From an optimization exercise on the open Yosys and OpenROAD flow, aimed at small area; shortcuts taken in it are not production practice.
At most, simulation tests tie the RTL to the original design; equivalence was not proved.
Function not checked in run 8: the RTL went through the layout flow alone.
Power figures rest on the tool's default switching activity, not on a simulated workload.

<file path="design/flow/config.mk">
export PLATFORM = sky130hd
export DESIGN_NAME = ALUUnit
export DESIGN_NICKNAME = ALUUnit
export VERILOG_FILES = /design/flow/design.v
export SDC_FILE = /design/flow/constraint.sdc
export NUM_CORES = 4
export LEC_CHECK = 0
export CAP_MARGIN = 20
export CORE_MARGIN = 2
export CORE_UTILIZATION = 40
export SLEW_MARGIN = 20
</file>
<file path="design/flow/constraint.sdc">
create_clock -name core_clock -period 5.0 [get_ports {clock}]
set_input_delay 1.0000 -clock core_clock [delete_from_list [all_inputs] [get_ports {clock}]]
set_output_delay 1.0000 -clock core_clock [all_outputs]
set_load 0.01 [all_outputs]
</file>
<file path="design/flow/design.v">
module ALUControl(operation, ALUOp, ff);
	input [1:0] ALUOp;
	input [5:0] ff;
	output [2:0] operation;
	assign operation[0] = ALUOp[1] & (ff[0] | ff[3]);
	assign operation[1] = ~ALUOp[1] | ~ff[2];
	assign operation[2] = (ALUOp[1] & ff[1]) | ALUOp[0];
endmodule
module ALU32Bit(zero, carryOut, result, a, b, op);
	input [31:0] a, b;
	input [2:0] op;
	output [31:0] result;
	output zero, carryOut;
	wire sub = op[2];
	wire [31:0] bx = b ^ {32{sub}};
	wire [31:0] g = a & bx;
	wire [31:0] p = a ^ bx;
	wire G0_0 = g[0] | (p[0] & sub);
	wire G1_1 = g[1] | (p[1] & G0_0);
	wire G1_3 = g[3] | (p[3] & g[2]);
	wire P1_3 = p[3] & p[2];
	wire G1_5 = g[5] | (p[5] & g[4]);
	wire P1_5 = p[5] & p[4];
	wire G1_7 = g[7] | (p[7] & g[6]);
	wire P1_7 = p[7] & p[6];
	wire G1_9 = g[9] | (p[9] & g[8]);
	wire P1_9 = p[9] & p[8];
	wire G1_11 = g[11] | (p[11] & g[10]);
	wire P1_11 = p[11] & p[10];
	wire G1_13 = g[13] | (p[13] & g[12]);
	wire P1_13 = p[13] & p[12];
	wire G1_15 = g[15] | (p[15] & g[14]);
	wire P1_15 = p[15] & p[14];
	wire G1_17 = g[17] | (p[17] & g[16]);
	wire P1_17 = p[17] & p[16];
	wire G1_19 = g[19] | (p[19] & g[18]);
	wire P1_19 = p[19] & p[18];
	wire G1_21 = g[21] | (p[21] & g[20]);
	wire P1_21 = p[21] & p[20];
	wire G1_23 = g[23] | (p[23] & g[22]);
	wire P1_23 = p[23] & p[22];
	wire G1_25 = g[25] | (p[25] & g[24]);
	wire P1_25 = p[25] & p[24];
	wire G1_27 = g[27] | (p[27] & g[26]);
	wire P1_27 = p[27] & p[26];
	wire G1_29 = g[29] | (p[29] & g[28]);
	wire P1_29 = p[29] & p[28];
	wire G1_31 = g[31] | (p[31] & g[30]);
	wire P1_31 = p[31] & p[30];
	wire G2_3 = G1_3 | (P1_3 & G1_1);
	wire G2_7 = G1_7 | (P1_7 & G1_5);
	wire P2_7 = P1_7 & P1_5;
	wire G2_11 = G1_11 | (P1_11 & G1_9);
	wire P2_11 = P1_11 & P1_9;
	wire G2_15 = G1_15 | (P1_15 & G1_13);
	wire P2_15 = P1_15 & P1_13;
	wire G2_19 = G1_19 | (P1_19 & G1_17);
	wire P2_19 = P1_19 & P1_17;
	wire G2_23 = G1_23 | (P1_23 & G1_21);
	wire P2_23 = P1_23 & P1_21;
	wire G2_27 = G1_27 | (P1_27 & G1_25);
	wire P2_27 = P1_27 & P1_25;
	wire G2_31 = G1_31 | (P1_31 & G1_29);
	wire P2_31 = P1_31 & P1_29;
	wire G3_7 = G2_7 | (P2_7 & G2_3);
	wire G3_15 = G2_15 | (P2_15 & G2_11);
	wire P3_15 = P2_15 & P2_11;
	wire G3_23 = G2_23 | (P2_23 & G2_19);
	wire P3_23 = P2_23 & P2_19;
	wire G3_31 = G2_31 | (P2_31 & G2_27);
	wire P3_31 = P2_31 & P2_27;
	wire G4_15 = G3_15 | (P3_15 & G3_7);
	wire G4_31 = G3_31 | (P3_31 & G3_23);
	wire P4_31 = P3_31 & P3_23;
	wire G5_31 = G4_31 | (P4_31 & G4_15);
	wire G6_23 = G3_23 | (P3_23 & G4_15);
	wire G7_11 = G2_11 | (P2_11 & G3_7);
	wire G7_19 = G2_19 | (P2_19 & G4_15);
	wire G7_27 = G2_27 | (P2_27 & G6_23);
	wire G8_5 = G1_5 | (P1_5 & G2_3);
	wire G8_9 = G1_9 | (P1_9 & G3_7);
	wire G8_13 = G1_13 | (P1_13 & G7_11);
	wire G8_17 = G1_17 | (P1_17 & G4_15);
	wire G8_21 = G1_21 | (P1_21 & G7_19);
	wire G8_25 = G1_25 | (P1_25 & G6_23);
	wire G8_29 = G1_29 | (P1_29 & G7_27);
	wire G9_2 = g[2] | (p[2] & G1_1);
	wire G9_4 = g[4] | (p[4] & G2_3);
	wire G9_6 = g[6] | (p[6] & G8_5);
	wire G9_8 = g[8] | (p[8] & G3_7);
	wire G9_10 = g[10] | (p[10] & G8_9);
	wire G9_12 = g[12] | (p[12] & G7_11);
	wire G9_14 = g[14] | (p[14] & G8_13);
	wire G9_16 = g[16] | (p[16] & G4_15);
	wire G9_18 = g[18] | (p[18] & G8_17);
	wire G9_20 = g[20] | (p[20] & G7_19);
	wire G9_22 = g[22] | (p[22] & G8_21);
	wire G9_24 = g[24] | (p[24] & G6_23);
	wire G9_26 = g[26] | (p[26] & G8_25);
	wire G9_28 = g[28] | (p[28] & G7_27);
	wire G9_30 = g[30] | (p[30] & G8_29);
	wire [32:0] c;
	assign c[0] = sub;
	assign c[1] = G0_0;
	assign c[2] = G1_1;
	assign c[3] = G9_2;
	assign c[4] = G2_3;
	assign c[5] = G9_4;
	assign c[6] = G8_5;
	assign c[7] = G9_6;
	assign c[8] = G3_7;
	assign c[9] = G9_8;
	assign c[10] = G8_9;
	assign c[11] = G9_10;
	assign c[12] = G7_11;
	assign c[13] = G9_12;
	assign c[14] = G8_13;
	assign c[15] = G9_14;
	assign c[16] = G4_15;
	assign c[17] = G9_16;
	assign c[18] = G8_17;
	assign c[19] = G9_18;
	assign c[20] = G7_19;
	assign c[21] = G9_20;
	assign c[22] = G8_21;
	assign c[23] = G9_22;
	assign c[24] = G6_23;
	assign c[25] = G9_24;
	assign c[26] = G8_25;
	assign c[27] = G9_26;
	assign c[28] = G7_27;
	assign c[29] = G9_28;
	assign c[30] = G8_29;
	assign c[31] = G9_30;
	assign c[32] = G5_31;
	wire [31:0] s = p ^ c[31:0];
	wire cout = c[32];
	wire logic_op = ~op[1] & ~op[2];
	wire arith = op[1] & ~op[0];
	wire slt = op[2] & op[1] & op[0];
	wire or_op = logic_op & op[0];
	wire z = ~arith & ~or_op;
	wire [31:0] y = ({32{arith}} & c[31:0]) | ({32{logic_op}} & g) | ({32{z}} & p);
	assign result = (p ^ y) | {31'b0, slt & ~cout};
	assign carryOut = arith & (cout ^ sub);
	assign zero = ~|result;
endmodule
module ALUUnit(clock, ALUOp, funct, a, b, result, zero, carryOut);
	input clock;
	input [1:0] ALUOp;
	input [5:0] funct;
	input [31:0] a, b;
	output reg [31:0] result;
	output zero;
	output reg carryOut;
	wire [2:0] operation;
	wire [31:0] aluResult;
	wire aluZero, aluCarry;
	reg [31:0] resultQ;
	reg carryQ;
	ALUControl ctl(operation, ALUOp, funct);
	ALU32Bit alu(aluZero, aluCarry, aluResult, a, b, operation);
	always @(posedge clock)
	begin
		resultQ <= aluResult;
		if (operation == 3'd2 || operation == 3'd6)
			carryQ <= aluCarry;
		result <= resultQ;
		carryOut <= carryQ;
	end
	assign zero = ~|result;
endmodule
</file>
<file path="design/flow/flow/run.sh">
#!/bin/bash
# Standard ORFS layout with three changes: synthesis maps the logic with
# an area-oriented ABC script (flow/synth.abc) in place of ORFS's speed
# script (the registers come out as in the standard synthesis), the port
# buffers use the smallest buffer, and CTS builds its tree from clkbuf_4
# without dummy loads.
set -euo pipefail
export BUFFER_PORTS_ARGS="-buffer_cell sky130_fd_sc_hd__buf_1"
export CTS_ARGS="-sink_clustering_enable -repair_clock_nets -dont_use_dummy_load -buf_list sky130_fd_sc_hd__clkbuf_4"
export RECOVER_POWER=100
export MY_ABC_SCRIPT=$PWD/flow/synth.abc
# synth_recipe.tcl with ORFS's ABC script swapped for flow/synth.abc
{
  head -n 1 synth_recipe.tcl
  cat flow/abc_override.tcl
  tail -n +2 synth_recipe.tcl
} > my_synth.tcl
sed -e "s#$PWD/synth_recipe.tcl#$PWD/my_synth.tcl#g" standard.sh > my_standard.sh
grep -q my_synth.tcl my_standard.sh
bash my_standard.sh finish > standard_flow.log 2>&1
</file>
<file path="design/flow/flow/abc_override.tcl">
proc abc {args} {
  set i [lsearch -exact $args -script]
  if { $i >= 0 } { lset args [expr {$i + 1}] $::env(MY_ABC_SCRIPT) }
  yosys abc {*}$args
}
</file>
<file path="design/flow/flow/synth.abc">
&get -n
&st
&dch -f
&nf -R 0 -p -E 100
&put
</file>
<file path="design/flow/standard.sh">
#!/bin/bash
# synth_recipe.tcl (not shown) runs the flow's synth.tcl, then flattens the netlist and writes it again
# the make line also repeats each setting of config.mk as NAME=value (left out here)
make -C /OpenROAD-flow-scripts/flow DESIGN_CONFIG=/design/flow/config.mk WORK_HOME=/design/flow/orfs CLKGATE_MAP_FILE= SYNTH_SCRIPT=/design/flow/synth_recipe.tcl "${@:-finish}"
</file>
==> impl_metrics.tcl, run 1 <==
set metrics [dict create \
    status "no timing/DRC/antenna violations" \
    r2r_end "carryOut" \
    drive_gt1_share_pct 3.26 \
    path_class "in2reg" \
    syn_nets 416 \
    synth_area_leaders "dfxtp_1, ha_1, xnor2_1, a222oi_1, o21ai_0" \
    yosysTopAreaCell "dfxtp_1" \
    p_int_uw 947 \
    cts.clk_slew.worst_paths_ns 0.10 \
    antenna_found_initial 0 \
    portBuffers 104 \
    vias 2894 \
    worst-path-max-fanout 15 \
    p_total_mw 1.41 \
    syn_area_per_cell_um2 10.1 \
    synth_cell_types 30 \
    layout.nets 536 \
    min_path_cells 0 \
    max_slew_margin_pct 20.1 \
    end_kind "flop" \
    peakVddDrop_v 0.000114 \
    die_h_um 92.6 \
    first_pass_iters 5 \
    syn_inst 311 \
    grt.total_usage_pct 17.4 \
    ys_ff_latch 66 \
    max_freq_mhz 239 \
    clkPwrFrac_pct 16.4 \
    rows 32 \
    drt.antenna.violating_nets 0 \
    p_sw_uw 462 \
    reg2reg_slack_ns 4.52 \
    synth_seq_area_share_pct 42.4 \
    numClockSinks 66 \
    ys_top_cells_by_count "dfxtp_1, xnor2_1, ha_1, o21ai_0" \
    cts_buffer_depth 2 \
    hold_class "reg2reg" \
    gp_congestion 0.860 \
    num_antenna_cells 0 \
    cts_root_buf "clkbuf_4" \
    cts_max_level 3 \
    drt-initial-drc-count 114 \
    maxCapViolations 0 \
    synth_warnings 1 \
    area_growth_pct 20.0 \
    finalCritPeriodShare_pct 83.7 \
    synth_top_area_share_pct 41.4 \
    cts_inserted_buffers 9 \
    fin_crit_ns 4.18 \
    routed_wl_mm 7.52 \
    power_density_nw_per_um2 374 \
    cp-endpoint "resultQ[30]" \
    worstSkewPairLatency_ns 0.39 \
    final_max_slew_viol_count 0 \
    r2r-start "carryQ" \
    viasPerCell 5.45 \
    grt_pass1_vias 2590 \
    combPwrFrac_pct 32.2 \
    tightest_slew_ns 1.20 \
    synth.cell_area_um2 3140 \
    switching_share_pct 32.8 \
    design.core.area_um2 7690 \
    crit_path_start "ALUOp[1]" \
    initial_utilization_pct 40.9 \
    grt_overflow 0 \
    grt_max_degree 24 \
    p_leak_nw 1.43 \
    yosysMostFrequentCell "dfxtp_1" \
    finalSetupViolations 0 \
    cts.repair.resized 0 \
    hpwl_mm 5.79 \
    hold_viol 0 \
    cts_tree "yes" \
    die_w_um 92.6 \
    postCtsSetupRepairBufs 0 \
    rsz0062_at_grt "no" \
    reg2regPathDepth 0 \
    required_ns 5.29 \
    die_area_um2 8580 \
    io_pins 107 \
    drc 0 \
    synth_edf_count 1 \
    finalClockSkew_ns 0.0144 \
    cp-start-kind "primary input" \
    grt_pass1_wl_mm 11.6 \
    crit_arrival_ns 4.48 \
    synthArstFlopShare_pct 0 \
    wl_per_cell_um 14.2 \
    ys.flop_type "dfxtp_1" \
    finalSetupTns_ns 0 \
    holdBufCountCts 0 \
    power_frac_seq_pct 51.3 \
]
## per-stage QoR
step                      hold WS, ns  utilization (%)  area (um^2)  std cells  worst slack, ns
after floorplan                 0.310                -         3150        311            0.402
after global placement          0.311             48.3         3710        522            0.494
after detailed placement        0.312             48.3         3710        522            0.447
after CTS                       0.312             49.2         3780        531            0.828
after global routing            0.309             49.1         3770        531            0.515
final                           0.315             49.1         3770        531            0.815
## placed cells by master, fill, tap and decap left out, drive strengths merged, types with 3 or more instances in the layout
master | Yosys | routed
a211oi | 4 | 4
a21o | 8 | 8
a21oi | 18 | 18
a221oi | 5 | 5
a222oi | 16 | 16
a31oi | 5 | 5
and3 | 3 | 3
buf | 0 | 106
clkbuf | 0 | 12
dfxtp | 65 | 65
ha | 32 | 32
mux2i | 3 | 3
nand2 | 13 | 13
nand3 | 19 | 19
nand4 | 7 | 7
nor2 | 19 | 19
nor4 | 8 | 8
o21ai | 26 | 26
o31a | 3 | 3
xnor2 | 42 | 42
## flip-flops by register name (all words and copies together) (netlist names)
name and count:
resultQ 32, result 32, carryQ 1, carryOut 1
## worst min-delay path by stage
stage | slack, ns | startpoint | to
5_1_grt | 0.31 | resultQ[0] | result[0]
6_report | 0.31 | resultQ[27] | result[27]
2_1_floorplan | 0.31 | resultQ[0] | result[0]
3_3_place_gp | 0.31 | resultQ[6] | result[6]
4_1_cts | 0.31 | resultQ[0] | result[0]
3_5_place_dp | 0.31 | resultQ[0] | result[0]
## power groups by stage
| stage | Sequential [mW] | Combinational (mW) | Clock, mW |
|---|---|---|---|
| after floorplan | 0.763 | 0.273 | 0 |
| after global placement | 0.734 | 0.445 | 0 |
| final | 0.723 | 0.454 | 0.231 |
| after global routing | 0.739 | 0.507 | 0.261 |
| after detailed placement | 0.738 | 0.453 | 0 |
| after CTS | 0.726 | 0.455 | 0.244 |
## layer usage
layer | vias up | part of all wire [%] | track usage [%]
met4 | 0 | 3.2 | 9.68
met1 | 1306 | 43 | 20.7
li1 | 1450 | - | -
met3 | 22 | 5.4 | 2.52
met2 | 116 | 49 | 30.1
met5 | - | 0 | 0
## worst max-delay path, stage by stage
cell and delay (ns):
clkbuf_1 0.17, a21oi_4 0.26, buf_4 0.31, xnor2_1 0.15, ha_1 0.30, a21o_1 0.20
a31oi_1 0.23, nor2_1 0.06, a2111oi_0 0.38, o31a_1 0.28, o31a_1 0.24, o31a_1 0.22
o21ai_0 0.12, a222oi_1 0.38, xnor2_1 0.16
## cells by family after synthesis
logic type	after synthesis	synth area share, %
AO/OA/AOI/OAI	96	21.3
XOR/XNOR	42	11.7
adder cells (fa/ha/maj)	32	12.7
buffers and inverters	1	0.119
flip-flops	66	42.4
multiplexers	3	0.956
AND/OR/NAND/NOR	71	10.8
## area by class of cell
type	count	area, um^2
Fill cell	786	3920
Tap cell	102	128
Clock buffer	9	67.6
Inverter	1	3.75
Multi-Input combinational cell	244	1820
Timing Repair Buffer	109	420
Sequential cell	66	1330
==> run 2, diff against run 1 <==
==> design/flow/flow/synth.abc (replaced) <==
&get -n
&st
&dch
&nf -R 0 -p -E 100
&put
==> run 2 against run 1 <==
Highest routed layer unchanged; first-iteration DRC count rose by 17%; clock-buffer cell count did not move; worst hold slack got worse by 0.023 ns; largest power group unchanged; critical endpoint is now carryQ; flip-flop and latch count did not move; worst setup slack improved by 0.032 ns; largest cell class unchanged; via count fell by 2.6%; global-route usage rose by 0.62 points; core utilization rose by 0.16 points; wire length barely moved; clock power rose by 3%.
==> impl_metrics.tcl, run 2 <==
set metrics [dict create \
    synth_top_area_share_pct 41.4 \
    finalSetupTns_ns 0 \
    syn_inst 310 \
    grt.total_usage_pct 18.0 \
    rsz0062_at_grt "no" \
    reg2regPathDepth 0 \
    holdBufCountCts 0 \
    final_max_slew_viol_count 0 \
    drt.antenna.violating_nets 0 \
    synth_seq_area_share_pct 42.3 \
    num_antenna_cells 0 \
    hold_class "reg2reg" \
    cp-start-kind "primary input" \
    grt_overflow 0 \
    grtUsageMet1_pct 21.9 \
    grt_max_degree 35 \
    tightest_slew_ns 1.10 \
    peakVddDrop_v 0.0000991 \
    hold_viol 0 \
    p_leak_nw 1.42 \
    end_kind "flop" \
    cts_root_buf "clkbuf_4" \
    design.core.area_um2 7690 \
    crit_arrival_ns 4.35 \
    ys.flop_type "dfxtp_1" \
    finalClockSkew_ns 0.0340 \
    numClockSinks 66 \
    yosysTopAreaCell "dfxtp_1" \
    biggestRegsByFlops "resultQ (32), result (32)" \
    initial_utilization_pct 40.9 \
    synth_area_leaders "dfxtp_1, ha_1, xnor2_1, a222oi_1, o21ai_0" \
    reg2reg_slack_ns 4.53 \
    ys_top_cells_by_count "dfxtp_1, xnor2_1, ha_1, o21ai_0, nor2_1" \
    routed_wl_mm 7.52 \
    cts_buffer_depth 2 \
    mostFrequentLayoutCell "buf_1" \
    cts_tree "yes" \
    cts_max_level 3 \
    rows 32 \
    cts.clk_slew.worst_paths_ns 0.11 \
    wl_per_cell_um 14.2 \
    layout.nets 536 \
    vias 2819 \
    p_total_mw 1.43 \
    synth.cell_area_um2 3150 \
    min_path_cells 0 \
    finalSetupViolations 0 \
    die_w_um 92.7 \
    dpl-instance-area_um2 3720 \
    fillCellCount 790 \
    grt_pass1_vias 2674 \
    ys_ff_latch 66 \
    required_ns 5.20 \
    maxCapViolations 0 \
    pre_cts_ws_ns 0.492 \
    cts_inserted_buffers 9 \
    grt_pass1_wl_mm 12.1 \
    synth_cell_types 30 \
    io_pins 107 \
    drt-initial-drc-count 133 \
    worst-path-max-fanout 6 \
    fin_crit_ns 4.15 \
    postCtsSetupRepairBufs 0 \
    grt_use_met2_pct 29.9 \
    die_area_um2 8590 \
    busiest_layer "met2" \
    viasPerCell 5.31 \
    synth_edf_count 1 \
    area_growth_pct 20.2 \
    max_freq_mhz 241 \
    r2r-start "carryQ" \
    synth_warnings 1 \
    status "no timing/DRC/antenna violations" \
    gp_congestion 0.838 \
    path_class "in2reg" \
    fin_area_um2 3780 \
    layout_common_cells "buf_1, dfxtp_1, xnor2_1" \
    setup_ws_ns 0.848 \
    hold_ws_ns 0.292 \
    yosysMostFrequentCell "dfxtp_1" \
    worstSkewPairLatency_ns 0.40 \
    grt_util_met3_pct 3.58 \
    cts.repair.resized 0 \
    drive_gt1_share_pct 3.50 \
    drc 0 \
    portBuffers 104 \
    first_pass_iters 4 \
    die_h_um 92.7 \
    power_density_nw_per_um2 379 \
    syn_nets 415 \
    antenna_found_initial 0 \
    synthArstFlopShare_pct 0 \
    finalCritPeriodShare_pct 83.0 \
    r2r_end "carryOut" \
    hold_end "result[20]" \
    syn_area_per_cell_um2 10.2 \
    min-delay-start "resultQ[20]" \
    hpwl_mm 5.66 \
    max_slew_margin_pct 26.7 \
]
-- run 2: worst max-delay path: stages --
cell and delay, ns:
clkbuf_1 0.24, a21oi_4 0.13, xnor2_1 0.14, ha_1 0.33, a31oi_1 0.11, o21ai_0 0.40
a221oi_1 0.26, o31a_1 0.39, o31a_1 0.34, o31a_1 0.34, o31ai_1 0.38, nor2_1 0.07
a211oi_1 0.20
-- run 2: how the worst max path moves through the flow --
stage	from	to	cells past startpoint	slack, ns
3_5_place_dp	ALUOp[1]	carryQ	13	0.49
3_3_place_gp	ALUOp[1]	carryQ	13	0.54
4_1_cts	ALUOp[1]	carryQ	13	0.88
5_1_grt	ALUOp[1]	carryQ	13	0.53
6_report	ALUOp[1]	carryQ	13	0.85
2_1_floorplan	funct[1]	carryQ	12	0.45
-- run 2: where the power goes --
part	leakage (nW)	switching (mW)	total [mW]	internal [mW]
sequential	0.557	0.0518	0.731	0.679
clock	0.0414	0.156	0.239	0.0836
combinational	0.819	0.267	0.463	0.196
total	1.42	0.475	1.43	0.959
-- run 2: kinds of logic after synthesis --
group	synth area share, %
XOR/XNOR	12.5
buffers and inverters	0.119
multiplexers	1.27
AO/OA/AOI/OAI	20.6
adder cells (fa/ha/maj)	12.7
flip-flops	42.3
AND/OR/NAND/NOR	10.5
-- run 2: final cells by class --
type / instances / area (um^2) / share of cell area (%)
Clock buffer: 9 / 67.6 / 1.79
Inverter: 1 / 3.75 / 0.0992
Multi-Input combinational cell: 243 / 1830 / 48.2
Sequential cell: 66 / 1330 / 35.2
Tap cell: 102 / 128 / 3.37
Timing Repair Buffer: 110 / 428 / 11.3
-- run 2: routing by layer --
metal	part of all wire [%]	vias up
met5	0	-
met4	2.8	0
met3	5.6	18
met2	47	100
met1	44	1256
li1	-	1445
-- run 2: metrics by stage --
stage / instances / util (%)
detailed placement: 522 / 48.4
floorplan: 310 / -
global placement: 522 / 48.4
finish: 531 / 49.2
CTS: 531 / 49.3
global route: 531 / 49.2
==> run 3, diff against run 2 <==
==> design/flow/flow/synth.abc (replaced) <==
&get -n
&st
&dch -f
&nf -R 0 -p -E 100
&put
--- a/design/flow/config.mk
+++ b/design/flow/config.mk
@@ -8,4 +8,5 @@
 export CAP_MARGIN = 20
 export CORE_MARGIN = 2
 export CORE_UTILIZATION = 40
+export GPL_TIMING_DRIVEN = 0
 export SLEW_MARGIN = 20
==> run 3 against run 2 <==
Core utilization fell by 0.13 points; total power down 1.4%; sequential share of layout area is 0.093 points higher; area after synthesis down 0.16%; worst setup slack got worse by 0.60 ns; clock skew fell by 0.014 ns; global-route usage shrank 0.42 points; cell count fell by 0.75%; sequential power decreased by 1%; worst hold slack improved by 0.023 ns; critical path depth grew 1; flip-flop and latch count stayed put; largest cell class unchanged.
==> impl_metrics.tcl, run 3 <==
set metrics [dict create \
    vias 2862 \
    biggestRegsByFlops "resultQ (32), result (32)" \
    utilization_pct 49.1 \
    cts_tree "yes" \
    die_area_um2 8580 \
    area_growth_pct 20.1 \
    die_h_um 92.6 \
    synth_cell_types 30 \
    syn_inst 311 \
    p_leak_nw 1.42 \
    finalClockSkew_ns 0.0199 \
    synth_seq_area_share_pct 42.4 \
    hold_class "reg2reg" \
    cpMostUsedCell "o31a_1" \
    wl_met2_mm 3.60 \
    wl_per_cell_um 14.3 \
    synth.cell_area_um2 3140 \
    antenna_found_initial 0 \
    synthArstFlopShare_pct 0 \
    layout_common_cells "buf_1, dfxtp_1, xnor2_1" \
    ys_ff_latch 66 \
    grt_pass1_wl_mm 11.6 \
    critPathMaxStageDelay_ns 0.64 \
    top_layer "met4" \
    setup_ws_ns 0.250 \
    max_slew_margin_pct 33.4 \
    cts_inserted_buffers 9 \
    io_pins 107 \
    crit_path_cell_trace "clkbuf_1 > a21oi_4 > buf_16 > xnor2_1 > ha_1 > a31oi_1 > o21a_1 > o311a_1 > o31a_1 > o31a_1 > o31a_1 > o31ai_1 > nor2_1 > a211oi_1" \
    p_total_mw 1.41 \
    worst-path-max-fanout 18 \
    critPathBufInv 2 \
    layout.nets 532 \
    crit_slowest_cell "a21oi_4" \
    drt-initial-drc-count 131 \
    grt_pass1_vias 2520 \
    rsz0062_at_grt "no" \
    design.core.area_um2 7690 \
    worstSkewPairLatency_ns 0.40 \
    crit_family "compound AO/OA/AOI/OAI gates" \
    hold_viol 0 \
    initial_utilization_pct 40.9 \
    status "no timing/DRC/antenna violations" \
    syn_nets 416 \
    num_antenna_cells 0 \
    cts_max_level 3 \
    first_pass_iters 5 \
    met3_length_um 449 \
    cts.clk_slew.worst_paths_ns 0.11 \
    path_class "in2reg" \
    numClockSinks 66 \
    hold_ws_ns 0.314 \
    cp-start-kind "primary input" \
    tightest_slew_ns 0.999 \
    cts_buffer_depth 2 \
    finalSetupViolations 0 \
    postCtsSetupRepairBufs 0 \
    hpwl_mm 5.58 \
    finalCritPeriodShare_pct 95.0 \
    synth_top_area_share_pct 41.4 \
    end_kind "flop" \
    synth_warnings 1 \
    final_max_slew_viol_count 0 \
    ys.flop_type "dfxtp_1" \
    routed_wl_mm 7.53 \
    maxCapViolations 0 \
    power_density_nw_per_um2 375 \
    synth_edf_count 1 \
    grt.total_usage_pct 17.6 \
    grt_overflow 0 \
    ys_top_cells_by_count "dfxtp_1, xnor2_1, ha_1, o21ai_0" \
    viasPerCell 5.43 \
    peakVddDrop_v 0.000101 \
    drc 0 \
    fin_crit_ns 4.75 \
    mostFrequentLayoutCell "buf_1" \
    rows 32 \
    crit_arrival_ns 4.97 \
    cts_root_buf "clkbuf_4" \
    yosysMostFrequentCell "dfxtp_1" \
    holdBufCountCts 0 \
    portBuffers 104 \
    pre_cts_ws_ns -0.116 \
    required_ns 5.22 \
    gp_congestion 0.833 \
    grt_max_degree 35 \
    max_freq_mhz 211 \
    syn_area_per_cell_um2 10.1 \
    drt.antenna.violating_nets 0 \
    cts.repair.resized 0 \
    drive_gt1_share_pct 2.82 \
    die_w_um 92.6 \
    yosysTopAreaCell "dfxtp_1" \
    wl_met1_mm 3.27 \
    synth_area_leaders "dfxtp_1, ha_1, xnor2_1, a222oi_1, o21ai_0" \
    finalSetupTns_ns 0 \
]
run 3: cell families after synthesis:
| family | synth area share, % |
|---|---|
| mux | 0.956 |
| buf+inv | 0.119 |
| xor+xnor | 11.7 |
| compound gates | 21.3 |
| fa+ha+maj | 12.7 |
| flops | 42.4 |
| simple gates | 10.8 |
run 3: metrics by stage:
stage          instance area (um^2)  instances
2_1_floorplan                  3150        311
3_3_place_gp                   3670        517
3_5_place_dp                   3710        518
4_1_cts                        3770        527
5_1_grt                        3770        527
6_report                       3770        527
run 3: routing by layer:
metal  global-route usage, %  up-vias
li1                        -     1443
met4                    9.31        0
met2                    29.9      108
met3                    3.25       18
met5                       0        -
met1                    21.2     1293
run 3: power breakdown:
group          switching (mW)  leakage [nW]  internal [mW]  total, mW
Sequential             0.0493         0.556          0.672      0.722
Clock                   0.153        0.0414         0.0835      0.236
Combinational           0.265         0.823          0.192      0.456
Total                   0.467          1.42          0.947       1.41
run 3: path summary, 6_finish.rpt:
check / start / endpoint / slack (ns) / cells past startpoint
setup reg to reg: carryQ / carryOut / 4.51 / 0
hold reg to reg: resultQ[11] / result[11] / 0.31 / 0
hold / removal: resultQ[11] / result[11] / 0.31 / 0
setup / recovery: ALUOp[1] / carryQ / 0.25 / 14
run 3: area by class of cell:
cell class              instances  area (um^2)
fillers                       741         3910
multi-input cells             244         1830
flip-flops and latches         66         1330
repair buffers                105          418
well taps                     102          128
clock buffers                   9         67.6
inverters                       1         3.75
==> run 4, diff against run 3 <==
--- a/design/flow/config.mk
+++ b/design/flow/config.mk
@@ -8,5 +8,6 @@
 export CAP_MARGIN = 20
 export CORE_MARGIN = 2
 export CORE_UTILIZATION = 40
+export GPL_ROUTABILITY_DRIVEN = 0
 export GPL_TIMING_DRIVEN = 0
 export SLEW_MARGIN = 20
==> run 4 against run 3 <==
Still clean; cell area unchanged; combinational power about the same; sequential power about the same; synthesized cell count stayed put; cell count is the same; clock-buffer cell count is the same; flip-flop and latch count unchanged.
==> impl_metrics.tcl, run 4 <==
set metrics [dict create \
    status "no timing/DRC/antenna violations" \
    required_ns 5.22 \
    hold_end "result[11]" \
    cts.repair.resized 0 \
    final_max_slew_viol_count 0 \
    first_pass_iters 5 \
    cts_tree "yes" \
    syn_area_per_cell_um2 10.1 \
    synth.cell_area_um2 3140 \
    routed_wl_mm 7.53 \
    num_antenna_cells 0 \
    mostFrequentLayoutCell "buf_1" \
    layout_common_cells "buf_1, dfxtp_1, xnor2_1" \
    biggestRegsByFlops "resultQ (32), result (32)" \
    grt_pass1_vias 2520 \
    finalCritPeriodShare_pct 95.0 \
    end_kind "flop" \
    synth_edf_count 1 \
    numClockSinks 66 \
    drc 0 \
    die_h_um 92.6 \
    yosysMostFrequentCell "dfxtp_1" \
    drive_gt1_share_pct 2.82 \
    max_freq_mhz 211 \
    max_slew_margin_pct 33.4 \
    design.core.area_um2 7690 \
    r2r-start "carryQ" \
    hold_viol 0 \
    grt_pass1_wl_mm 11.6 \
    path_class "in2reg" \
    drt.antenna.violating_nets 0 \
    finalClockSkew_ns 0.0199 \
    cts_max_level 3 \
    vias 2862 \
    hpwl_mm 5.58 \
    worst-path-max-fanout 18 \
    setup_ws_ns 0.250 \
    ys_top_cells_by_count "dfxtp_1, xnor2_1, ha_1, o21ai_0" \
    die_area_um2 8580 \
    power_density_nw_per_um2 375 \
    critPathMaxStageDelay_ns 0.64 \
    peakVddDrop_v 0.000101 \
    synth_cell_types 30 \
    reg2regPathDepth 0 \
    hold_ws_ns 0.314 \
    initial_utilization_pct 40.9 \
    crit_arrival_ns 4.97 \
    synth_seq_area_share_pct 42.4 \
    min-delay-start "resultQ[11]" \
    crit_family "compound AO/OA/AOI/OAI gates" \
    grt.total_usage_pct 17.6 \
    pre_cts_ws_ns -0.116 \
    drt-initial-drc-count 131 \
    die_w_um 92.6 \
    synthArstFlopShare_pct 0 \
    critPathBufInv 2 \
    rows 32 \
    ys_ff_latch 66 \
    yosysTopAreaCell "dfxtp_1" \
    tightest_slew_ns 0.999 \
    synth_area_leaders "dfxtp_1, ha_1, xnor2_1, a222oi_1, o21ai_0" \
    worstSkewPairLatency_ns 0.40 \
    wl_per_cell_um 14.3 \
    p_total_mw 1.41 \
    synth_warnings 1 \
    r2r_end "carryOut" \
    io_pins 107 \
    cts.clk_slew.worst_paths_ns 0.11 \
    maxCapViolations 0 \
    reg2reg_slack_ns 4.51 \
    fillCellCount 741 \
    grt_overflow 0 \
    holdBufCountCts 0 \
    cts_root_buf "clkbuf_4" \
    finalSetupViolations 0 \
    syn_nets 416 \
    hold_class "reg2reg" \
    grt_max_degree 35 \
    fin_crit_ns 4.75 \
    antenna_found_initial 0 \
    cp-start-kind "primary input" \
    viasPerCell 5.43 \
    area_growth_pct 20.1 \
    layout.nets 532 \
    ys.flop_type "dfxtp_1" \
    rsz0062_at_grt "no" \
    portBuffers 104 \
    cts_buffer_depth 2 \
    min_path_cells 0 \
    crit_path_cell_trace "clkbuf_1 > a21oi_4 > buf_16 > xnor2_1 > ha_1 > a31oi_1 > o21a_1 > o311a_1 > o31a_1 > o31a_1 > o31a_1 > o31ai_1 > nor2_1 > a211oi_1" \
    synth_top_area_share_pct 41.4 \
    postCtsSetupRepairBufs 0 \
    crit_slowest_cell "a21oi_4" \
    cts_inserted_buffers 9 \
    p_leak_nw 1.42 \
    cpMostUsedCell "o31a_1" \
    finalSetupTns_ns 0 \
    syn_inst 311 \
]
-- run 4: cell counts after synthesis --
Identical to the previous run, type by type.
-- run 4: cell type report --
cell class | count | area [um^2] | area share (%)
repair buffers | 105 | 418 | 11.1
clock buffers | 9 | 67.6 | 1.79
flip-flops and latches | 66 | 1330 | 35.3
multi-input cells | 244 | 1830 | 48.4
inverters | 1 | 3.75 | 0.0995
well taps | 102 | 128 | 3.38
-- run 4: worst max-delay path by stage --
stage             end  startpoint  cells past startpoint  slack, ns
6_report       carryQ    ALUOp[1]                     14       0.25
4_1_cts        carryQ    ALUOp[1]                     14       0.29
5_1_grt        carryQ    ALUOp[1]                     14       0.05
2_1_floorplan  carryQ    funct[1]                     12       0.40
3_5_place_dp   carryQ    ALUOp[1]                     14      -0.12
3_3_place_gp   carryQ    ALUOp[1]                     13      -0.43
-- run 4: layer usage --
| layer | GRT usage (%) | share of wire [%] | up-vias |
|---|---|---|---|
| li1 | - | - | 1443 |
| met4 | 9.31 | 2.9 | 0 |
| met5 | 0 | 0 | - |
| met3 | 3.25 | 6.0 | 18 |
| met1 | 21.2 | 43 | 1293 |
| met2 | 29.9 | 48 | 108 |
-- run 4: logic make-up after synthesis --
logic type      Yosys count  share of synthesized area, %
flops                    66                          42.4
fa+ha+maj                32                          12.7
xor+xnor                 42                          11.7
buf+inv                   1                         0.119
simple gates             71                          10.8
compound gates           96                          21.3
mux                       3                         0.956
-- run 4: report_power, final --
part / internal, mW / leakage, nW / total, mW / switching, mW
clock: 0.0835 / 0.0414 / 0.236 / 0.153
combinational: 0.192 / 0.823 / 0.456 / 0.265
sequential: 0.672 / 0.556 / 0.722 / 0.0493
-- run 4: per-stage QoR --
stage / area [um^2] / instances / util [%]
6_report: 3770 / 527 / 49.1
5_1_grt: 3770 / 527 / 49.1
4_1_cts: 3770 / 527 / 49.1
3_5_place_dp: 3710 / 518 / 48.2
3_3_place_gp: 3670 / 517 / 47.8
2_1_floorplan: 3150 / 311 / -
==> run 5, diff against run 4 <==
--- a/design/flow/flow/run.sh
+++ b/design/flow/flow/run.sh
@@ -8,6 +8,8 @@
 export BUFFER_PORTS_ARGS="-buffer_cell sky130_fd_sc_hd__buf_1"
 export CTS_ARGS="-sink_clustering_enable -repair_clock_nets -dont_use_dummy_load -buf_list sky130_fd_sc_hd__clkbuf_4"
 export RECOVER_POWER=100
+export SKIP_CTS_REPAIR_TIMING=1
+export SKIP_INCREMENTAL_REPAIR=1
 export MY_ABC_SCRIPT=$PWD/flow/synth.abc
 # synth_recipe.tcl with ORFS's ABC script swapped for flow/synth.abc
 {
--- a/design/flow/config.mk
+++ b/design/flow/config.mk
@@ -8,6 +8,4 @@
 export CAP_MARGIN = 20
 export CORE_MARGIN = 2
 export CORE_UTILIZATION = 40
-export GPL_ROUTABILITY_DRIVEN = 0
-export GPL_TIMING_DRIVEN = 0
 export SLEW_MARGIN = 20
==> run 5 against run 4 <==
Wire length shrank 0.12%; global-route usage decreased by 0.20 points; synthesized cell count did not move; non-clock buffer count up 4; clock-buffer cell count is the same; first-iteration DRC count shrank 13%; largest cell class unchanged; still clean on timing, DRC and antenna; area after synthesis unchanged; total power decreased by 0.40%.
==> impl_metrics.tcl, run 5 <==
set metrics [dict create \
    place_inst 522 \
    pre_cts_ws_ns 0.447 \
    io_pins 107 \
    biggestRegsByFlops "resultQ (32), result (32)" \
    finalClockSkew_ns 0.0144 \
    hold_class "reg2reg" \
    final_max_slew_viol_count 0 \
    drc 0 \
    min_path_cells 0 \
    die_w_um 92.6 \
    area_growth_pct 20.0 \
    p_total_mw 1.41 \
    cts_inserted_buffers 9 \
    hold_viol 0 \
    grt_pass1_wl_mm 11.6 \
    ys_ff_latch 66 \
    fin_crit_ns 4.18 \
    r2r-start "carryQ" \
    vias 2894 \
    syn_area_per_cell_um2 10.1 \
    fin_area_um2 3770 \
    viasPerCell 5.45 \
    maxCapViolations 0 \
    antenna_found_initial 0 \
    initial_utilization_pct 40.9 \
    required_ns 5.29 \
    mostFrequentLayoutCell "buf_1" \
    grt.total_usage_pct 17.4 \
    hpwl_mm 5.79 \
    max_slew_margin_pct 20.1 \
    grt_max_degree 24 \
    yosysMostFrequentCell "dfxtp_1" \
    synth_cell_types 30 \
    status "no timing/DRC/antenna violations" \
    ys.flop_type "dfxtp_1" \
    gp_congestion 0.860 \
    synth_warnings 1 \
    drt-initial-drc-count 114 \
    synth_top_area_share_pct 41.4 \
    synth.cell_area_um2 3140 \
    reg2reg_slack_ns 4.52 \
    worst-path-max-fanout 15 \
    first_pass_iters 5 \
    max_freq_mhz 239 \
    p_leak_nw 1.43 \
    ys_top_cells_by_count "dfxtp_1, xnor2_1, ha_1, o21ai_0" \
    dpl-instance-area_um2 3710 \
    reg2regPathDepth 0 \
    cts_root_buf "clkbuf_4" \
    finalSetupTns_ns 0 \
    grt_overflow 0 \
    syn_inst 311 \
    r2r_end "carryOut" \
    layout_common_cells "buf_1, dfxtp_1, xnor2_1" \
    synth_edf_count 1 \
    min-delay-start "resultQ[27]" \
    hold_end "result[27]" \
    drive_gt1_share_pct 3.26 \
    peakVddDrop_v 0.000114 \
    synth_area_leaders "dfxtp_1, ha_1, xnor2_1, a222oi_1, o21ai_0" \
    die_h_um 92.6 \
    syn_nets 416 \
    wl_per_cell_um 14.2 \
    layout.nets 536 \
    path_class "in2reg" \
    power_density_nw_per_um2 374 \
    fillCellCount 786 \
    cp-start-kind "primary input" \
    cts.clk_slew.worst_paths_ns 0.10 \
    synth_seq_area_share_pct 42.4 \
    drt.antenna.violating_nets 0 \
    cts_tree "yes" \
    tightest_slew_ns 1.20 \
    grt_pass1_vias 2590 \
    setup_ws_ns 0.815 \
    end_kind "flop" \
    design.core.area_um2 7690 \
    rows 32 \
    num_antenna_cells 0 \
    routed_wl_mm 7.52 \
    finalCritPeriodShare_pct 83.7 \
    numClockSinks 66 \
    finalSetupViolations 0 \
    portBuffers 104 \
    worstSkewPairLatency_ns 0.39 \
    crit_arrival_ns 4.48 \
    die_area_um2 8580 \
    yosysTopAreaCell "dfxtp_1" \
    synthArstFlopShare_pct 0 \
    cts_max_level 3 \
    stdcell_count 531 \
    cts_buffer_depth 2 \
]
## run 5: cell count changes in the layout (fill, tap and decap cells not counted), sizes merged
| cell | previous run | this run |
|---|---|---|
| buf | 104 | 106 |
| clkbuf | 10 | 12 |
## run 5: metal layers
layer,wire [um],GRT usage (%),up-vias
li1,-,-,1450
met1,3200,20.7,1306
met2,3670,30.1,116
met3,407,2.52,22
met4,237,9.68,0
met5,0,0,-
## run 5: worst max-delay path by stage
stage | to | startpoint | slack, ns | cells past startpoint
floorplan | carryQ | funct[1] | 0.40 | 12
finish | resultQ[30] | ALUOp[1] | 0.82 | 15
global placement | carryQ | ALUOp[1] | 0.49 | 13
global route | resultQ[30] | ALUOp[1] | 0.52 | 15
CTS | resultQ[30] | ALUOp[1] | 0.83 | 15
detailed placement | resultQ[30] | ALUOp[1] | 0.45 | 15
## run 5: layout make-up
cell class                      instances  area [um^2]  share of cell area, %
Clock buffer                            9         67.6                   1.79
Inverter                                1         3.75                 0.0995
Tap cell                              102          128                   3.38
Timing Repair Buffer                  109          420                   11.1
Sequential cell                        66         1330                   35.3
Multi-Input combinational cell        244         1820                   48.3
## run 5: metrics by stage
step / hold WS (ns) / utilization (%)
after detailed placement: 0.312 / 48.3
after floorplan: 0.310 / -
after CTS: 0.312 / 49.2
after global placement: 0.311 / 48.3
final: 0.315 / 49.1
after global routing: 0.309 / 49.1
## run 5: cells by family after synthesis
kind of cell               count (synthesis)  synth area share [%]
xor gates and xnor gates                  42                  11.7
muxes                                      3                 0.956
adders and majority gates                 32                  12.7
DFF                                       66                  42.4
buffers and inverters                      1                 0.119
AOI/OAI and AO/OA                         96                  21.3
and+or+nand+nor                           71                  10.8
## run 5: where the power goes
| group | total (mW) | switching (mW) | internal [mW] |
|---|---|---|---|
| clock network | 0.231 | 0.147 | 0.0836 |
| logic | 0.454 | 0.263 | 0.191 |
| registers | 0.723 | 0.0507 | 0.673 |
## run 5: critical path, cell delays in order
cell and delay (ns):
clkbuf_1 0.17, a21oi_4 0.26, buf_4 0.31, xnor2_1 0.15
ha_1 0.30, a21o_1 0.20, a31oi_1 0.23, nor2_1 0.06
a2111oi_0 0.38, o31a_1 0.28, o31a_1 0.24, o31a_1 0.22
o21ai_0 0.12, a222oi_1 0.38, xnor2_1 0.16
==> run 6, diff against run 5 <==
--- a/design/flow/flow/run.sh
+++ b/design/flow/flow/run.sh
@@ -8,8 +8,6 @@
 export BUFFER_PORTS_ARGS="-buffer_cell sky130_fd_sc_hd__buf_1"
 export CTS_ARGS="-sink_clustering_enable -repair_clock_nets -dont_use_dummy_load -buf_list sky130_fd_sc_hd__clkbuf_4"
 export RECOVER_POWER=100
-export SKIP_CTS_REPAIR_TIMING=1
-export SKIP_INCREMENTAL_REPAIR=1
 export MY_ABC_SCRIPT=$PWD/flow/synth.abc
 # synth_recipe.tcl with ORFS's ABC script swapped for flow/synth.abc
 {
--- a/design/flow/config.mk
+++ b/design/flow/config.mk
@@ -5,7 +5,7 @@
 export SDC_FILE = /design/flow/constraint.sdc
 export NUM_CORES = 4
 export LEC_CHECK = 0
-export CAP_MARGIN = 20
+export CAP_MARGIN = 0
 export CORE_MARGIN = 2
 export CORE_UTILIZATION = 40
-export SLEW_MARGIN = 20
+export SLEW_MARGIN = 0
==> run 6 against run 5 <==
Via count unchanged; cell area unchanged; area after synthesis unchanged; clock power about the same; core utilization unchanged; worst hold slack unchanged; flip-flop and latch count unchanged; critical endpoint unchanged.
==> impl_metrics.tcl, run 6 <==
set metrics [dict create \
    cts.repair.resized 0 \
    mostFrequentLayoutCell "buf_1" \
    hpwl_mm 5.79 \
    fin_crit_ns 4.18 \
    peakVddDrop_v 0.000114 \
    yosysMostFrequentCell "dfxtp_1" \
    biggestRegsByFlops "resultQ (32), result (32)" \
    finalCritPeriodShare_pct 83.7 \
    syn_inst 311 \
    finalClockSkew_ns 0.0144 \
    synth_cell_types 30 \
    die_area_um2 8580 \
    p_leak_nw 1.43 \
    cpMostUsedCell "o31a_1" \
    synthArstFlopShare_pct 0 \
    r2r-start "carryQ" \
    drt.antenna.violating_nets 0 \
    drt-initial-drc-count 114 \
    antenna_found_initial 0 \
    syn_nets 416 \
    crit_path_start "ALUOp[1]" \
    synth_top_family_by_area "compound AO/OA/AOI/OAI gates" \
    numClockSinks 66 \
    io_pins 107 \
    cts_tree "yes" \
    postCtsSetupRepairBufs 0 \
    num_antenna_cells 0 \
    synthMuxAreaShare_pct 0.956 \
    max_freq_mhz 239 \
    ys.flop_type "dfxtp_1" \
    fin_area_um2 3770 \
    layout.nets 536 \
    synth_area_leaders "dfxtp_1, ha_1, xnor2_1, a222oi_1, o21ai_0" \
    rows 32 \
    grt_overflow 0 \
    cts_inserted_buffers 9 \
    drive_gt1_share_pct 3.26 \
    hold_class "reg2reg" \
    worst-path-max-fanout 15 \
    ys_ff_latch 66 \
    crit_arrival_ns 4.48 \
    hold_viol 0 \
    synth_seq_area_share_pct 42.4 \
    synth-xor-area-share_pct 11.7 \
    portBuffers 104 \
    min-delay-start "resultQ[27]" \
    design.core.area_um2 7690 \
    critPathMaxStageDelay_ns 0.38 \
    grt_max_degree 24 \
    worstSkewPairLatency_ns 0.39 \
    status "no timing/DRC/antenna violations" \
    gp_congestion 0.860 \
    cp-start-kind "primary input" \
    die_h_um 92.6 \
    power_density_nw_per_um2 374 \
    yosysTopAreaCell "dfxtp_1" \
    holdBufCountCts 0 \
    finalSetupViolations 0 \
    synth_warnings 1 \
    synth_adder_area_share_pct 12.7 \
    dpl-instance-area_um2 3710 \
    first_pass_iters 5 \
    cts_max_level 3 \
    grt.total_usage_pct 17.4 \
    cts_buffer_depth 2 \
    layout_common_cells "buf_1, dfxtp_1, xnor2_1" \
    viasPerCell 5.45 \
    wl_per_cell_um 14.2 \
    cts.clk_slew.worst_paths_ns 0.10 \
    syn_area_per_cell_um2 10.1 \
    finalSetupTns_ns 0 \
    max_slew_margin_pct 20.1 \
    vias 2894 \
    initial_utilization_pct 40.9 \
    crit_slowest_cell "a2111oi_0" \
    maxCapViolations 0 \
    grt_pass1_wl_mm 11.6 \
    drc 0 \
    path_class "in2reg" \
    area_growth_pct 20.0 \
    synth_edf_count 1 \
    synth-compound-area-share_pct 21.3 \
    required_ns 5.29 \
    synth.cell_area_um2 3140 \
    tightest_slew_ns 1.20 \
    end_kind "flop" \
    ys_top_cells_by_count "dfxtp_1, xnor2_1, ha_1, o21ai_0" \
    die_w_um 92.6 \
    crit_path_cell_trace "clkbuf_1 > a21oi_4 > buf_4 > xnor2_1 > ha_1 > a21o_1 > a31oi_1 > nor2_1 > a2111oi_0 > o31a_1 > o31a_1 > o31a_1 > o21ai_0 > a222oi_1 > xnor2_1" \
    hold_ws_ns 0.315 \
    cts_root_buf "clkbuf_4" \
    routed_wl_mm 7.52 \
    synth_top_area_share_pct 41.4 \
    rsz0062_at_grt "no" \
    yosys.area_share.simple_pct 10.8 \
    final_max_slew_viol_count 0 \
    grt_pass1_vias 2590 \
]
==> run 6: path summary, 6_finish.rpt <==
kind,endpoint,slack [ns],depth (start not counted)
worst min register to register,result[27],0.31,0
worst max-delay path,resultQ[30],0.82,15
worst max register to register,carryOut,4.52,0
worst min-delay path,result[27],0.31,0
==> run 6: metal layers <==
metal / track usage (%) / vias up / routed length (um)
met5: 0 / - / 0
met4: 9.68 / 0 / 237
met3: 2.52 / 22 / 407
met2: 30.1 / 116 / 3670
met1: 20.7 / 1306 / 3200
li1: - / 1450 / -
==> run 6: worst max-delay path: cells and delay by family <==
family | cells | cell delay [ns]
xor+xnor | 2 | 0.31
compound gates | 9 | 2.31
buf+inv | 2 | 0.48
simple gates | 1 | 0.06
fa+ha+maj | 1 | 0.30
==> run 6: final cells by class <==
cell class	count	area, um^2
clock buffer	9	67.6
fill	786	3920
inverter	1	3.75
multi-input combinational	244	1820
sequential	66	1330
tap	102	128
timing repair buffer	109	420
==> run 6: power breakdown <==
part           switching (mW)  leakage (nW)  internal [mW]  total (mW)
clock                   0.147        0.0414         0.0836       0.231
combinational           0.263         0.828          0.191       0.454
sequential             0.0507         0.556          0.673       0.723
total                   0.462          1.43          0.947        1.41
==> run 6: per-stage QoR <==
step,setup slack (ns),power [mW],util (%),std cells
2_1_floorplan,0.402,1.04,-,311
6_report,0.815,1.41,49.1,531
4_1_cts,0.828,1.42,49.2,531
3_5_place_dp,0.447,1.19,48.3,522
5_1_grt,0.515,1.51,49.1,531
3_3_place_gp,0.494,1.18,48.3,522
==> run 6: kinds of logic after synthesis <==
logic type,Yosys count
flip-flops,66
multiplexers,3
AO/OA/AOI/OAI,96
XOR/XNOR,42
buffers and inverters,1
AND/OR/NAND/NOR,71
adder cells (fa/ha/maj),32
==> run 7, diff against run 6 <==
--- a/design/flow/flow/run.sh
+++ b/design/flow/flow/run.sh
@@ -1,9 +1,11 @@
 #!/bin/bash
-# Standard ORFS layout with three changes: synthesis maps the logic with
-# an area-oriented ABC script (flow/synth.abc) in place of ORFS's speed
-# script (the registers come out as in the standard synthesis), the port
-# buffers use the smallest buffer, and CTS builds its tree from clkbuf_4
-# without dummy loads.
+# Standard ORFS layout with four changes: synthesis maps the logic with an
+# area-oriented ABC script (flow/synth.abc) in place of ORFS's speed script
+# (the registers come out as in the standard synthesis), the port buffers
+# use the smallest buffer, CTS builds its tree from clkbuf_4 without dummy
+# loads, and global routing's power recovery downsizes gates off the
+# critical paths. Each tool's output is in the ORFS logs under orfs/logs;
+# make's own output is in standard_flow.log.
 set -euo pipefail
 export BUFFER_PORTS_ARGS="-buffer_cell sky130_fd_sc_hd__buf_1"
 export CTS_ARGS="-sink_clustering_enable -repair_clock_nets -dont_use_dummy_load -buf_list sky130_fd_sc_hd__clkbuf_4"
--- a/design/flow/config.mk
+++ b/design/flow/config.mk
@@ -5,7 +5,7 @@
 export SDC_FILE = /design/flow/constraint.sdc
 export NUM_CORES = 4
 export LEC_CHECK = 0
-export CAP_MARGIN = 0
+export CAP_MARGIN = 20
 export CORE_MARGIN = 2
 export CORE_UTILIZATION = 40
-export SLEW_MARGIN = 0
+export SLEW_MARGIN = 20
==> run 7 against run 6 <==
Still clean on timing, DRC and antenna; clock-buffer cell count is the same; worst hold slack unchanged; cell area unchanged; clock skew is the same; die area unchanged; register-to-register slack is essentially flat; critical path type unchanged; critical endpoint unchanged.
==> impl_metrics.tcl, run 7 <==
set metrics [dict create \
    drt.antenna.violating_nets 0 \
    grt_overflow 0 \
    crit_arrival_ns 4.48 \
    die_area_um2 8580 \
    antenna_found_initial 0 \
    p_leak_nw 1.43 \
    synthArstFlopShare_pct 0 \
    path_class "in2reg" \
    layout_common_cells "buf_1, dfxtp_1, xnor2_1" \
    initial_utilization_pct 40.9 \
    cts_max_level 3 \
    synth_top_area_share_pct 41.4 \
    grt_pass1_vias 2590 \
    grt.total_usage_pct 17.4 \
    syn_area_per_cell_um2 10.1 \
    yosysMostFrequentCell "dfxtp_1" \
    wl_per_cell_um 14.2 \
    cts_tree "yes" \
    synth_cell_types 30 \
    ys_ff_latch 66 \
    p_total_mw 1.41 \
    cp-start-kind "primary input" \
    final_max_slew_viol_count 0 \
    first_pass_iters 5 \
    synth.cell_area_um2 3140 \
    postCtsSetupRepairBufs 0 \
    layout.nets 536 \
    drc 0 \
    numClockSinks 66 \
    critPathMaxStageDelay_ns 0.38 \
    hpwl_mm 5.79 \
    grt_pass1_wl_mm 11.6 \
    biggestRegsByFlops "resultQ (32), result (32)" \
    finalSetupTns_ns 0 \
    power_density_nw_per_um2 374 \
    worst-path-max-fanout 15 \
    crit_slowest_cell "a2111oi_0" \
    cts_root_buf "clkbuf_4" \
    busiest_layer "met2" \
    fin_crit_ns 4.18 \
    synth_warnings 1 \
    synth_edf_count 1 \
    syn_inst 311 \
    syn_nets 416 \
    cts_inserted_buffers 9 \
    design.core.area_um2 7690 \
    fin_area_um2 3770 \
    gp_congestion 0.860 \
    max_freq_mhz 239 \
    grtUsageMet1_pct 20.7 \
    holdBufCountCts 0 \
    place_inst 522 \
    max_slew_margin_pct 20.1 \
    ys.flop_type "dfxtp_1" \
    routed_wl_mm 7.52 \
    viasPerCell 5.45 \
    hold_class "reg2reg" \
    end_kind "flop" \
    synth_seq_area_share_pct 42.4 \
    finalCritPeriodShare_pct 83.7 \
    cts_buffer_depth 2 \
    grt_max_degree 24 \
    peakVddDrop_v 0.000114 \
    finalSetupViolations 0 \
    drive_gt1_share_pct 3.26 \
    cts.repair.resized 0 \
    rows 32 \
    portBuffers 104 \
    num_antenna_cells 0 \
    grt_util_met3_pct 2.52 \
    area_growth_pct 20.0 \
    die_h_um 92.6 \
    pre_cts_ws_ns 0.447 \
    grt_use_met2_pct 30.1 \
    mostFrequentLayoutCell "buf_1" \
    hold_viol 0 \
    crit_path_cell_trace "clkbuf_1 > a21oi_4 > buf_4 > xnor2_1 > ha_1 > a21o_1 > a31oi_1 > nor2_1 > a2111oi_0 > o31a_1 > o31a_1 > o31a_1 > o21ai_0 > a222oi_1 > xnor2_1" \
    die_w_um 92.6 \
    synth_area_leaders "dfxtp_1, ha_1, xnor2_1, a222oi_1, o21ai_0" \
    tightest_slew_ns 1.20 \
    vias 2894 \
    io_pins 107 \
    maxCapViolations 0 \
    cts.clk_slew.worst_paths_ns 0.10 \
    setup_ws_ns 0.815 \
    dpl-instance-area_um2 3710 \
    ys_top_cells_by_count "dfxtp_1, xnor2_1, ha_1, o21ai_0" \
    worstSkewPairLatency_ns 0.39 \
    yosysTopAreaCell "dfxtp_1" \
    status "no timing/DRC/antenna violations" \
    rsz0062_at_grt "no" \
    required_ns 5.29 \
    stdcell_count 531 \
    drt-initial-drc-count 114 \
    cpMostUsedCell "o31a_1" \
    finalClockSkew_ns 0.0144 \
]
run 7: cell counts after synthesis:
Identical to the previous run, type by type.
run 7: report_power, final:
part / internal, mW / switching (mW)
clock network: 0.0836 / 0.147
registers: 0.673 / 0.0507
logic: 0.191 / 0.263
run 7: worst paths after layout:
kind,start,endpoint,slack (ns),cells past startpoint
hold reg to reg,resultQ[27],result[27],0.31,0
hold / removal,resultQ[27],result[27],0.31,0
setup reg to reg,carryQ,carryOut,4.52,0
setup / recovery,ALUOp[1],resultQ[30],0.82,15
run 7: critical path: cells and delay by family:
kind,cells,cell delay (ns)
xor+xnor,2,0.31
buf+inv,2,0.48
fa+ha+maj,1,0.30
simple gates,1,0.06
compound gates,9,2.31
run 7: stage by stage:
stage / hold WS (ns) / utilization (%)
after global placement: 0.311 / 48.3
after floorplan: 0.310 / -
after CTS: 0.312 / 49.2
after detailed placement: 0.312 / 48.3
final: 0.315 / 49.1
after global routing: 0.309 / 49.1
run 7: layout make-up:
cell class              instances  area [um^2]
repair buffers                109          420
fillers                       786         3920
inverters                       1         3.75
flip-flops and latches         66         1330
clock buffers                   9         67.6
well taps                     102          128
multi-input cells             244         1820
run 7: logic make-up (layout without fill, tap and decap cells):
| logic type | after synthesis | after routing | share of synthesized area (%) |
|---|---|---|---|
| XOR/XNOR | 42 | 42 | 11.7 |
| AND/OR/NAND/NOR | 71 | 71 | 10.8 |
| AO/OA/AOI/OAI | 96 | 96 | 21.3 |
| flip-flops | 66 | 66 | 42.4 |
| adder cells (fa/ha/maj) | 32 | 32 | 12.7 |
| buffers and inverters | 1 | 119 | 0.119 |
| multiplexers | 3 | 3 | 0.956 |
run 7: routing by layer:
metal / wire (um) / vias to the layer above
met3: 407 / 22
li1: - / 1450
met5: 0 / -
met2: 3670 / 116
met4: 237 / 0
met1: 3200 / 1306
==> run 8, diff against run 7 <==
==> design/flow/design.v (replaced) <==
module ALUControl(operation, ALUOp, ff);
	input [1:0] ALUOp;
	input [5:0] ff;
	output [2:0] operation;
	assign operation[0] = ALUOp[1] & (ff[0] | ff[3]);
	assign operation[1] = ~ALUOp[1] | ~ff[2];
	assign operation[2] = (ALUOp[1] & ff[1]) | ALUOp[0];
endmodule
module ALU32Bit(zero, carryOut, result, a, b, op);
	input [31:0] a, b;
	input [2:0] op;
	output [31:0] result;
	output zero, carryOut;
	wire sub = op[2];
	wire [31:0] bx = b ^ {32{sub}};
	wire [32:0] s = {1'b0, a} + {1'b0, bx} + {32'b0, sub};
	wire cout = s[32];
	wire [31:0] g = a & bx;
	wire [31:0] p = a ^ bx;
	wire logic_op = ~op[1] & ~op[2];
	wire arith = op[1] & ~op[0];
	wire slt = op[2] & op[1] & op[0];
	assign result = ({32{logic_op}} & (g | ({32{op[0]}} & p)))
		| ({32{arith}} & s[31:0])
		| {31'b0, slt & ~cout};
	assign carryOut = arith & (cout ^ sub);
	assign zero = ~|result;
endmodule
module ALUUnit(clock, ALUOp, funct, a, b, result, zero, carryOut);
	input clock;
	input [1:0] ALUOp;
	input [5:0] funct;
	input [31:0] a, b;
	output reg [31:0] result;
	output zero;
	output reg carryOut;
	wire [2:0] operation;
	wire [31:0] aluResult;
	wire aluZero, aluCarry;
	reg [31:0] resultQ;
	reg carryQ;
	ALUControl ctl(operation, ALUOp, funct);
	ALU32Bit alu(aluZero, aluCarry, aluResult, a, b, operation);
	always @(posedge clock)
	begin
		resultQ <= aluResult;
		if (operation == 3'd2 || operation == 3'd6)
			carryQ <= aluCarry;
		result <= resultQ;
		carryOut <= carryQ;
	end
	assign zero = ~|result;
endmodule
==> design/flow/run.sh (new file) <==
#!/bin/bash
# synth_recipe.tcl (not shown) runs the flow's synth.tcl, then flattens the netlist and writes it again
# the make line also repeats each setting of config.mk as NAME=value (left out here)
make -C /OpenROAD-flow-scripts/flow DESIGN_CONFIG=/design/flow/config.mk WORK_HOME=/design/flow/orfs CLKGATE_MAP_FILE= SYNTH_SCRIPT=/design/flow/synth_recipe.tcl finish
removed: design/flow/flow/run.sh
removed: design/flow/flow/abc_override.tcl
removed: design/flow/flow/synth.abc
removed: design/flow/standard.sh
==> run 8 against run 7 <==
Clock power rose by 85%; global-route usage up 3.2 points; via count up 35%; combinational power increased by 67%; critical endpoint is now resultQ[28]; total power up 34%; clock skew is 0.011 ns lower; sequential power shrank 3.3%; largest cell class unchanged; sequential share of layout area down 11 points.
==> impl_metrics.tcl, run 8 <==
set metrics [dict create \
    finalSetupTns_ns 0 \
    synth_adder_area_share_pct 12.5 \
    area_growth_pct 34.2 \
    status "no timing/DRC/antenna violations" \
    grt_pass1_vias 3589 \
    gp_congestion 0.911 \
    power_frac_seq_pct 37.1 \
    rows 36 \
    synth_edf_count 1 \
    drive_gt1_share_pct 5.06 \
    initial_utilization_pct 41.5 \
    critPathMaxStageDelay_ns 0.56 \
    synth_area_leaders "dfxtp_1, ha_1, xnor2_1, a21oi_1, nand2_1" \
    first_pass_iters 4 \
    antenna_found_initial 0 \
    peakVddDrop_v 0.000159 \
    wl_per_cell_um 16.3 \
    die_h_um 105 \
    yosysTopAreaCell "dfxtp_1" \
    vias 3911 \
    final_max_slew_viol_count 0 \
    synthMuxAreaShare_pct 0.245 \
    syn_area_per_cell_um2 8.71 \
    p_total_mw 1.88 \
    cts_max_level 3 \
    required_ns 5.19 \
    grt_max_degree 38 \
    portBuffers 104 \
    crit_family "compound AO/OA/AOI/OAI gates" \
    hpwl_mm 9.00 \
    maxCapViolations 0 \
    finalCritPeriodShare_pct 87.2 \
    hold_class "reg2reg" \
    drt.antenna.violating_nets 0 \
    postCtsSetupRepairBufs 0 \
    synth-compound-area-share_pct 26.8 \
    clkPwrFrac_pct 22.7 \
    viasPerCell 5.54 \
    crit_arrival_ns 4.55 \
    crit_path_cell_trace "clkdlybuf4s50_1 > a21oi_4 > buf_4 > xnor2_1 > ha_1 > and3_1 > o2111ai_1 > a31oi_1 > o211ai_1 > a21oi_1 > o2111ai_1 > a31o_2 > a221o_1" \
    p_leak_nw 2.20 \
    cts.clk_slew.worst_paths_ns 0.06 \
    synthArstFlopShare_pct 0 \
    stdcell_count 706 \
    numClockSinks 66 \
    tightest_slew_ns 1.07 \
    crit_slowest_cell "clkdlybuf4s50_1" \
    place_inst 690 \
    fin_crit_ns 4.36 \
    rsz0062_at_grt "no" \
    cpMostUsedCell "o2111ai_1" \
    io_pins 107 \
    synth_top_family_by_area "compound AO/OA/AOI/OAI gates" \
    cp-start-kind "primary input" \
    cts_tree "yes" \
    finalSetupViolations 0 \
    design.core.area_um2 9820 \
    multiInputGateArea_um2 2670 \
    grt_pass1_wl_mm 18.1 \
    syn_nets 581 \
    cts.repair.resized 0 \
    syn_inst 468 \
    drc 0 \
    finalClockSkew_ns 0.00354 \
    regArea_um2 1330 \
    ys.flop_type "dfxtp_1" \
    power_density_nw_per_um2 344 \
    synth_top_area_share_pct 31.9 \
    p_int_mw 1.28 \
    max_freq_mhz 229 \
    worst-path-max-fanout 12 \
    die_area_um2 11000 \
    fillCellCount 950 \
    cts_root_buf "clkbuf_8" \
    grt.total_usage_pct 20.7 \
    worstSkewPairLatency_ns 0.31 \
    switching_share_pct 32.0 \
    synth-xor-area-share_pct 9.88 \
    synth.cell_area_um2 4080 \
    holdBufCountCts 0 \
    hold_ws_ns 0.325 \
    end_kind "flop" \
    critPathBufInv 2 \
    p_sw_uw 603 \
    mostFrequentLayoutCell "clkdlybuf4s50_1" \
    synth_cell_types 55 \
    biggestRegsByFlops "resultQ (32), result (32)" \
    synth_warnings 1 \
    ys_top_cells_by_count "dfxtp_1, nand2_1, ha_1, xnor2_1, a21oi_1" \
    num_antenna_cells 0 \
    yosys.area_share.simple_pct 15.4 \
    combPwrFrac_pct 40.2 \
    grt_overflow 0 \
    cts_inserted_buffers 9 \
    path_class "in2reg" \
    routed_wl_mm 11.5 \
    ys_ff_latch 66 \
    drt-initial-drc-count 229 \
    layout_common_cells "clkdlybuf4s50_1, dfxtp_1, nand2_1" \
    synth_seq_area_share_pct 32.6 \
    cts_buffer_depth 2 \
    layout.nets 681 \
    hold_viol 0 \
    die_w_um 105 \
    max_slew_margin_pct 28.0 \
    yosysMostFrequentCell "dfxtp_1" \
]
-- run 8: metal layers --
metal,wire (um),global-route usage [%]
met5,0,0
met4,96,5.05
met3,704,2.62
met2,5010,32.0
met1,5670,30.3
-- run 8: power by group through the flow --
stage,logic [mW],clock network (mW),registers [mW]
after floorplan,0.410,0,0.736
after global placement,0.746,0,0.710
after detailed placement,0.750,0,0.713
after CTS,0.754,0.440,0.701
after global routing,0.828,0.468,0.711
final,0.758,0.427,0.699
-- run 8: kinds of logic (layout without fill, tap and decap cells) --
family                   count (synthesis)  count (layout)
XOR/XNOR                                46              46
AO/OA/AOI/OAI                          161             161
multiplexers                             1               1
flip-flops                              66              66
buffers and inverters                   28             133
AND/OR/NAND/NOR                        126             126
adder cells (fa/ha/maj)                 40              40
-- run 8: through the flow --
stage | util (%) | area (um^2) | worst slack (ns)
2_1_floorplan | - | 4080 | 0.986
6_report | 55.7 | 5470 | 0.641
5_1_grt | 55.7 | 5470 | 0.492
3_5_place_dp | 53.7 | 5270 | 0.370
4_1_cts | 55.7 | 5470 | 0.700
3_3_place_gp | 53.7 | 5270 | 0.379
-- run 8: final cells by class --
cell class	count	share of cell area, %
Timing Repair Buffer	109	19.7
Inverter	8	0.549
Multi-Input combinational cell	374	48.7
Clock inverter	5	0.937
Clock buffer	11	2.77
Tap cell	133	3.04
Sequential cell	66	24.3
-- run 8: worst paths after layout --
path / startpoint / slack [ns] / end / cells past startpoint
max reg2reg: carryQ / 4.54 / carryOut / 0
min reg2reg: resultQ[29] / 0.33 / result[29] / 0
min: resultQ[29] / 0.33 / result[29] / 0
max: funct[1] / 0.64 / resultQ[28] / 13

==> separate check: timing with driven ports <==
How much do the figures lean on ideal ports? The routed layouts below were timed once more, with nothing changed but the port constraints. Step 1 (the two cells are an assumption about what drives the block):
set clk [get_ports {clock}]
set_driving_cell -lib_cell sky130_fd_sc_hd__clkbuf_16 $clk
set_driving_cell -lib_cell sky130_fd_sc_hd__buf_2 [delete_from_list [all_inputs] $clk]
Step 2 times the ports against the registers' clock, not the clock port: input delays grow and output delays shrink by t, the midpoint of the rising clock arrivals with the driver on. Three values: ideal ports, drivers, drivers and shift; two values: the first two.
| run | t, ns | slack for setup (ns) | worst setup path at the end | worst data-port slew with drivers (ns) |
|---|---|---|---|---|
| run 1 | 0.403 | 0.815 / 0.822 / 0.419 | input to register | 0.04 |
| run 2 | 0.411 | 0.848 / 0.853 / 0.442 | input to register | 0.03 |
| run 3 | 0.416 | 0.250 / 0.258 / -0.159 | input to register | 0.04 |
| run 4 | 0.416 | 0.250 / 0.258 / -0.159 | input to register | 0.04 |
| run 5 | 0.403 | 0.815 / 0.822 / 0.419 | input to register | 0.04 |
| run 6 | 0.403 | 0.815 / 0.822 / 0.419 | input to register | 0.04 |
| run 7 | 0.403 | 0.815 / 0.822 / 0.419 | input to register | 0.04 |
| run 8 | 0.340 | 0.641 / 0.647 / 0.307 | input to register | 0.04 |
Met with ideal ports but missed after step 2: setup timing in run 3 and run 4.
